What follows belongs to an exercise in optimizing a design on an open flow for small area and a short achievable clock period; a production flow would make more cautious choices.
RTL that was checked went through simulation tests only; none was proved equivalent to the original.
Power and IR drop assume default switching activity.

## fp_pipeline
module fp_pipeline (
    input wire clk,
    input wire reset,
    input wire pipe_en,
    input wire [15:0] in_scalar,
    input wire [15:0] in_batch,
    input wire [8:0] in_waddr,
    input wire in_wen,
    input wire in_valid,
    output wire out_we,
    output wire [8:0] out_waddr,
    output wire [15:0] out_data
);
export LEC_CHECK = 0
export CAP_MARGIN = 20
export CORE_MARGIN = 2
export CORE_UTILIZATION = 60
export CTS_BUF_LIST = sky130_fd_sc_hd__clkbuf_8
export PLACE_DENSITY = 0.8
export SETUP_SLACK_MARGIN = 3.1
export SLEW_MARGIN = 20
create_clock -name core_clock -period 7.0 [get_ports {clk}]
standard.sh (not shown) runs the stock make flow with config.mk's settings and CLKGATE_MAP_FILE= SYNTH_SCRIPT=/design/flow/synth_recipe.tcl, a recipe that flattens the netlist after the stock synthesis.
==> flow/flow/run.sh <==
#!/bin/bash
# The standard layout (the standard.sh, unchanged synthesis and steps),
# except that the buffers it puts on every input and output port are
# sky130_fd_sc_hd__buf_1 cells instead of the flow's default choice.
set -e
cd "$(dirname "$0")/.."
export BUFFER_PORTS_ARGS="-buffer_cell sky130_fd_sc_hd__buf_1"
bash standard.sh > standard.log 2>&1
The first run finished with timing, DRC and antenna clean.
Edit:
==> flow/run.sh (new file) <==
#!/bin/bash
# synth_recipe.tcl (not shown) runs the flow's synth.tcl, then flattens the netlist and writes it again
# the make line also repeats each setting of config.mk as NAME=value (left out here)
make -C /OpenROAD-flow-scripts/flow DESIGN_CONFIG=/design/flow/config.mk WORK_HOME=/design/flow/orfs CLKGATE_MAP_FILE= SYNTH_SCRIPT=/design/flow/synth_recipe.tcl finish
--- a/flow/config.mk
+++ b/flow/config.mk
@@ -8,7 +8,5 @@
 export CAP_MARGIN = 20
 export CORE_MARGIN = 2
-export CORE_UTILIZATION = 60
-export CTS_BUF_LIST = sky130_fd_sc_hd__clkbuf_8
-export PLACE_DENSITY = 0.8
-export SETUP_SLACK_MARGIN = 3.1
+export CORE_UTILIZATION = 40
+export SETUP_SLACK_MARGIN = 3.0
 export SLEW_MARGIN = 20
removed: flow/flow/run.sh
removed: flow/standard.sh
Power increases by 8.3%.
Worst setup slack loses 0.025 ns.
Hold slack gains 0.0037 ns.
Sequential cell count is unchanged.
Final area increases by 5.6%.
Wire length increases by 4.2%.
Synthesized area is unchanged.
Clock-buffer cell count does not change.
First-iteration DRC count decreases by 10%.
Via count decreases by 1.4%.
Edit:
==> flow/flow/run.sh (new file) <==
#!/bin/bash
# The standard layout (the standard.sh, unchanged synthesis and steps),
# except that the buffers it puts on every input and output port are
# sky130_fd_sc_hd__buf_1 cells instead of the flow's default choice.
set -e
cd "$(dirname "$0")/.."
export BUFFER_PORTS_ARGS="-buffer_cell sky130_fd_sc_hd__buf_1"
bash standard.sh > standard.log 2>&1
==> flow/standard.sh (new file) <==
#!/bin/bash
# synth_recipe.tcl (not shown) runs the flow's synth.tcl, then flattens the netlist and writes it again
# the make line also repeats each setting of config.mk as NAME=value (left out here)
make -C /OpenROAD-flow-scripts/flow DESIGN_CONFIG=/design/flow/config.mk WORK_HOME=/design/flow/orfs CLKGATE_MAP_FILE= SYNTH_SCRIPT=/design/flow/synth_recipe.tcl "${@:-finish}"
--- a/flow/config.mk
+++ b/flow/config.mk
@@ -8,5 +8,8 @@
 export CAP_MARGIN = 20
 export CORE_MARGIN = 2
-export CORE_UTILIZATION = 40
-export SETUP_SLACK_MARGIN = 3.0
+export CORE_UTILIZATION = 60
+export CTS_BUF_LIST = sky130_fd_sc_hd__clkbuf_8
+export PLACE_DENSITY = 0.8
+export SETUP_SLACK_MARGIN = 3.2
 export SLEW_MARGIN = 20
+export TNS_END_PERCENT = 10
removed: flow/run.sh
=>
- The new run finished clean
- hold slack barely changes
- non-clock buffer count shrinks by 33
- cell area shrinks by 6.4%

---

fp_pipeline, a different RTL version from the one above (not shown whole).
Size: roughly 1300 cells after synthesis, about 150 flip-flops, ~72 I/O pins, about 0.013 sq mm of cells after synthesis.
Settings: LEC_CHECK=0, ABC_CLOCK_PERIOD_IN_PS=3000, CAP_MARGIN=20, CORE_MARGIN=2, CORE_UTILIZATION=40, SETUP_SLACK_MARGIN=3.5, SLEW_MARGIN=20; clock period 7.0 ns.
run.sh (not shown) runs the stock make flow with config.mk's settings and CLKGATE_MAP_FILE= SYNTH_SCRIPT=/design/flow/synth_recipe.tcl, a recipe that flattens the netlist after the stock synthesis.
Stock flow here: none of the scripts above is used.
Then changed:
--- a/flow/config.mk
+++ b/flow/config.mk
@@ -8 +7,0 @@
-export ABC_CLOCK_PERIOD_IN_PS = 3000
@@ -12 +10,0 @@
-export SETUP_SLACK_MARGIN = 3.5
Outcome: Via count came out lower by 4.6%; clock skew stays flat; global-route usage goes down by 0.16 points; clock power rises by 4.7%; setup slack degrades by 0.63 ns; count of clock-buffer cells in the layout increases by 2.
Function was not checked in any run of this note: the RTL went through the layout flow alone.

[afterwards: timing with drivers on the ports]
How much do the figures lean on ideal ports? The routed layouts below were timed once more, with nothing changed but the port constraints. Step 1: set_driving_cell puts a clkbuf_16 on clk and a buf_2 on each other input, an assumption about the parent block. Step 2 also shifts input and output timing later by t, the mid clock arrival at the registers, as if the neighbouring blocks saw the same clock. Three values: ideal, step 1, step 2; two values: the first two.
| run | t (ns) | setup WS [ns] | worst slew at a driven data input, ns |
|---|---|---|---|
| the first run of note 1 | 0.499 | 3.037 / 3.037 / 3.037 | 0.04 |
| the second run of note 1 | 0.468 | 3.012 / 3.012 / 3.012 | 0.04 |
| the third run of note 1 | 0.495 | 3.037 / 3.037 / 3.037 | 0.04 |
| the first run of note 2 | 0.479 | 1.732 / 1.732 / 1.732 | 0.04 |
| the second run of note 2 | 0.487 | 1.100 / 1.100 / 1.100 | 0.04 |
After both steps every run listed still meets setup and hold.
